What follows belongs to an exercise in optimizing a design on an open flow for small area and a short achievable clock period; a production flow would make more cautious choices.
Only simulation tests tie the RTL to the original design; equivalence was not proved.
Power and IR drop assume default switching activity.

nickel:
## fp16MAC
module fp16MAC(a, b, acc, CLK, RESETn);
	input [15:0] a, b;
	input CLK, RESETn;
	output reg [15:0] acc;
	wire        pre_s;
	wire [4:0]  pre_e;
	wire [1:0]  pre_c;
	fm_mul_pre u_pre(.a(a), .b(b), .s(pre_s), .e(pre_e), .c(pre_c));
	reg        in_s;
	reg [1:0]  in_c;
	reg [4:0]  in_e;
	reg [9:0]  in_ma, in_mb;
	wire [12:0] mul_m;
	wire        mul_st;
	fm_mul_prod u_prod(.ma(in_ma), .mb(in_mb), .m(mul_m), .st(mul_st));
	reg        md_s;
	reg [1:0]  md_c;
	reg [4:0]  md_e;
	reg [12:0] md_m;
	reg        md_st;
	wire [15:0] prod_w;
	fm_mul_round u_rnd(.s(md_s), .e(md_e), .c(md_c), .m(md_m), .st(md_st), .p(prod_w));
	reg [15:0] prod;
	wire [15:0] sum_w;
	fm_add u_add(.A(acc), .B(prod), .Y(sum_w));
	always @(posedge CLK, negedge RESETn) begin
		if (!RESETn) begin
			in_s <= 1'b0;
			in_c <= 2'd0;
			md_s <= 1'b0;
			md_c <= 2'd0;
			prod <= 16'd0;
			acc  <= 16'd0;
		end else begin
			in_s <= pre_s;
			in_c <= pre_c;
			md_s <= in_s;
			md_c <= in_c;
			prod <= prod_w;
			acc  <= sum_w;
		end
	end
	always @(posedge CLK) begin
		in_e  <= pre_e;
		in_ma <= a[9:0];
		in_mb <= b[9:0];
		md_e  <= in_e;
		md_m  <= mul_m;
		md_st <= mul_st;
	end
endmodule
Size: ~1400 cells after synthesis, about 82 flip-flops, ~50 I/O pins.
==> flow/config.mk <==
export PLATFORM = sky130hd
export DESIGN_NAME = fp16MAC
export DESIGN_NICKNAME = fp16MAC
export VERILOG_FILES = /design/flow/design.v
export SDC_FILE = /design/flow/constraint.sdc
export NUM_CORES = 4
export LEC_CHECK = 0
export ABC_AREA = 1
export CAP_MARGIN = 20
export CORE_MARGIN = 2
export CORE_UTILIZATION = 55
export CTS_BUF_LIST = sky130_fd_sc_hd__clkbuf_8
export GPL_TIMING_DRIVEN = 1
export SLEW_MARGIN = 20
export SYNTH_HIERARCHICAL = 1
==> flow/constraint.sdc <==
create_clock -name core_clock -period 15.5 [get_ports {CLK}]
set_input_delay 3.1000 -clock core_clock [delete_from_list [all_inputs] [get_ports {CLK}]]
set_output_delay 3.1000 -clock core_clock [all_outputs]
set_load 0.01 [all_outputs]
standard.sh (not shown) runs the stock make flow with config.mk's settings and CLKGATE_MAP_FILE= SYNTH_SCRIPT=/design/flow/synth_recipe.tcl, a recipe that flattens the netlist after the stock synthesis.
==> flow/flow/run.sh <==
#!/bin/bash
# Own flow: the standard layout (standard.sh, unchanged ORFS scripts)
# with three changes:
#  - its own synthesis script, flow/own_synth.tcl (see there);
#  - repair_timing aims for 9.8 ns of setup slack (SETUP_SLACK_MARGIN),
#    i.e. it sizes the critical paths for about a 5.7 ns clock, while the
#    design is still laid out and signed off at the design's period;
#  - the ports are buffered with buf_1 cells instead of the larger delay
#    buffers buffer_ports picks by default (every port is still buffered).
# Floorplan, power grid, placement, clock tree and routing are otherwise the
# standard flow's.  Each make step writes its full log under orfs/logs/; the
# make output itself goes to standard.log here.
set -euo pipefail
cp config.mk own_config.mk
echo 'export BUFFER_PORTS_ARGS = -buffer_cell sky130_fd_sc_hd__buf_1' >> own_config.mk
sed -E -e "s#SYNTH_SCRIPT=[^ ]+#SYNTH_SCRIPT=$PWD/flow/own_synth.tcl SETUP_SLACK_MARGIN=9.8#" \
       -e "s#DESIGN_CONFIG=[^ ]+#DESIGN_CONFIG=$PWD/own_config.mk#" standard.sh > own_standard.sh
grep -q "SYNTH_SCRIPT=$PWD/flow/own_synth.tcl" own_standard.sh
grep -q "DESIGN_CONFIG=$PWD/own_config.mk" own_standard.sh
bash own_standard.sh > standard.log 2>&1
==> flow/flow/abc_area.script <==
strash
dch
amap
topo
stime -c
buffer -c
upsize -c
dnsize -c
==> flow/flow/abc_fast.script <==
strash
balance
rewrite
refactor
balance
rewrite -z
refactor -z
balance
rewrite -z
refactor -z
balance
dch
map -B 0.9
topo
stime -c
buffer -c
upsize -c
dnsize -c
==> flow/flow/own_synth.tcl <==
set own_dir [file dirname [file normalize [info script]]]
proc synth {args} {
  if {[lsearch -exact $args "fine:"] >= 0} {
    yosys synth -nofsm -noshare -noabc {*}$args
  } else {
    yosys synth -nofsm -noshare {*}$args
  }
}
proc extract_fa {args} { yosys extract_fa {*}$args fm_mul_prod }
proc keep_hierarchy {args} {
  foreach m {fm_add fm_mul_prod fm_mul_round} { yosys setattr -mod -set keep_hierarchy 1 $m }
}
proc abc {args} {
  global own_dir
  set i [expr {[lsearch -exact $args -script] + 1}]
  yosys abc {*}[lreplace $args $i $i $own_dir/abc_fast.script] fm_add
  yosys abc {*}[lreplace $args $i $i $own_dir/abc_area.script] fm_mul_prod fm_mul_round fp16MAC
}
source $::env(SCRIPTS_DIR)/synth.tcl
# left out here: clear keep_hierarchy, flatten, clean up, hide names made inside functions, write 1_2_yosys.v
nickel finished end to end and its layout was clean on timing, DRC and antenna.
What garnet does differently from nickel at the input level:
--- a/flow/flow/run.sh
+++ b/flow/flow/run.sh
@@ -14,5 +14,5 @@
 cp config.mk own_config.mk
 echo 'export BUFFER_PORTS_ARGS = -buffer_cell sky130_fd_sc_hd__buf_1' >> own_config.mk
-sed -E -e "s#SYNTH_SCRIPT=[^ ]+#SYNTH_SCRIPT=$PWD/flow/own_synth.tcl SETUP_SLACK_MARGIN=9.8#" \
+sed -E -e "s#SYNTH_SCRIPT=[^ ]+#SYNTH_SCRIPT=$PWD/flow/own_synth.tcl SETUP_SLACK_MARGIN=9.8 ABC_LOAD_IN_FF=2#" \
        -e "s#DESIGN_CONFIG=[^ ]+#DESIGN_CONFIG=$PWD/own_config.mk#" standard.sh > own_standard.sh
 grep -q "SYNTH_SCRIPT=$PWD/flow/own_synth.tcl" own_standard.sh
--- a/flow/config.mk
+++ b/flow/config.mk
@@ -11,5 +11,4 @@
 export CORE_UTILIZATION = 55
 export CTS_BUF_LIST = sky130_fd_sc_hd__clkbuf_8
-export GPL_TIMING_DRIVEN = 1
 export SLEW_MARGIN = 20
 export SYNTH_HIERARCHICAL = 1
Findings:
Compared to nickel, garnet has overall global routing resource usage 1.5 points higher.
met1 track utilization from global routing on garnet is up relative to nickel.
| register share of the cell area | lower: garnet |
Going from nickel to garnet, hold slack level; final area increased 210 µm²; share of the cycle needed by the critical path after routing shows no meaningful change; time the worst path needs with I/O delays and setup went down.
Relative to garnet, the following input files were edited for quartz:
==> flow/flow/run.sh <==
#!/bin/bash
set -euo pipefail
cp config.mk own_config.mk
echo 'export BUFFER_PORTS_ARGS = -buffer_cell sky130_fd_sc_hd__buf_1' >> own_config.mk
sed -E -e "s#SYNTH_SCRIPT=[^ ]+#SYNTH_SCRIPT=$PWD/flow/own_synth.tcl SETUP_SLACK_MARGIN=9.8 ABC_LOAD_IN_FF=10#" \
       -e "s#DESIGN_CONFIG=[^ ]+#DESIGN_CONFIG=$PWD/own_config.mk#" standard.sh > own_standard.sh
grep -q "SYNTH_SCRIPT=$PWD/flow/own_synth.tcl" own_standard.sh
grep -q "DESIGN_CONFIG=$PWD/own_config.mk" own_standard.sh
bash own_standard.sh > standard.log 2>&1
--- a/flow/config.mk
+++ b/flow/config.mk
@@ -13,2 +13,3 @@
 export SLEW_MARGIN = 20
 export SYNTH_HIERARCHICAL = 1
+export TNS_END_PERCENT = 20
- quartz reached the final stage; the timing, design-rule and antenna checks on its layout passed.
- garnet completed every stage of the flow, and the final layout passed the timing, design-rule and antenna checks.
- Re number of sinks driven by the clock tree: no difference whatsoever between garnet and quartz.
- [diff] worst setup slack, quartz relative to garnet: improvement
- Row synthesized area: quartz higher / garnet lower
- [compare] base=garnet new=quartz: cell area dropped 2.2%; minimum period implied by the final worst setup slack dropped 41 ps; wire length of the first global-routing pass climbed 1.0 mm; sequential fraction of design power climbed 0.4 points; final core area utilization dropped 2.8 points.
- Total power (quartz vs. garnet) decreases slightly
The following lists how maple was set up differently from quartz:
--- a/flow/config.mk
+++ b/flow/config.mk
@@ -13,3 +13,3 @@
 export SLEW_MARGIN = 20
 export SYNTH_HIERARCHICAL = 1
-export TNS_END_PERCENT = 20
+export TNS_END_PERCENT = 50
- Delta (maple minus quartz): detailed-routed wire length on met3 about even; sum of routed wire length over all layers about even; final critical-path required period about even; internal power about even; fraction of area in multi-input gates about even.
- As far as global-route wire length before repair goes, maple and quartz are indistinguishable; the numbers are identical.

==> static timing again, ports no longer ideal <==
How much do the figures lean on ideal ports? The routed layouts below were timed once more, with nothing changed but the port constraints. Step 1, drivers: a clkbuf_16 drives CLK and a buf_2 each remaining input, both assumed. Step 2 adds t to the input delays and takes it off the output delays; t is the mean of the earliest and latest rising clock arrival at the registers after step 1. Input paths then give back, and output paths get back, about the clock's delay inside the block. Slacks: ideal / step 1 / step 2; pairs: ideal / step 1.
| run | t, ns | setup WS [ns] | worst hold slack (ns) | worst setup path after step 2 |
|---|---|---|---|---|
| nickel | 0.391 | 10.141 / 10.141 / 10.141 | 0.333 / 0.333 / 0.333 | register to register |
| garnet | 0.405 | 10.158 / 10.158 / 10.158 | 0.335 / 0.335 / 0.335 | register to register |
| quartz | 0.400 | 10.199 / 10.199 / 10.199 | 0.334 / 0.334 / 0.334 | register to register |
| maple | 0.400 | 10.199 / 10.199 / 10.199 | 0.334 / 0.334 / 0.334 | register to register |
After both steps setup and hold are still met in every run listed.
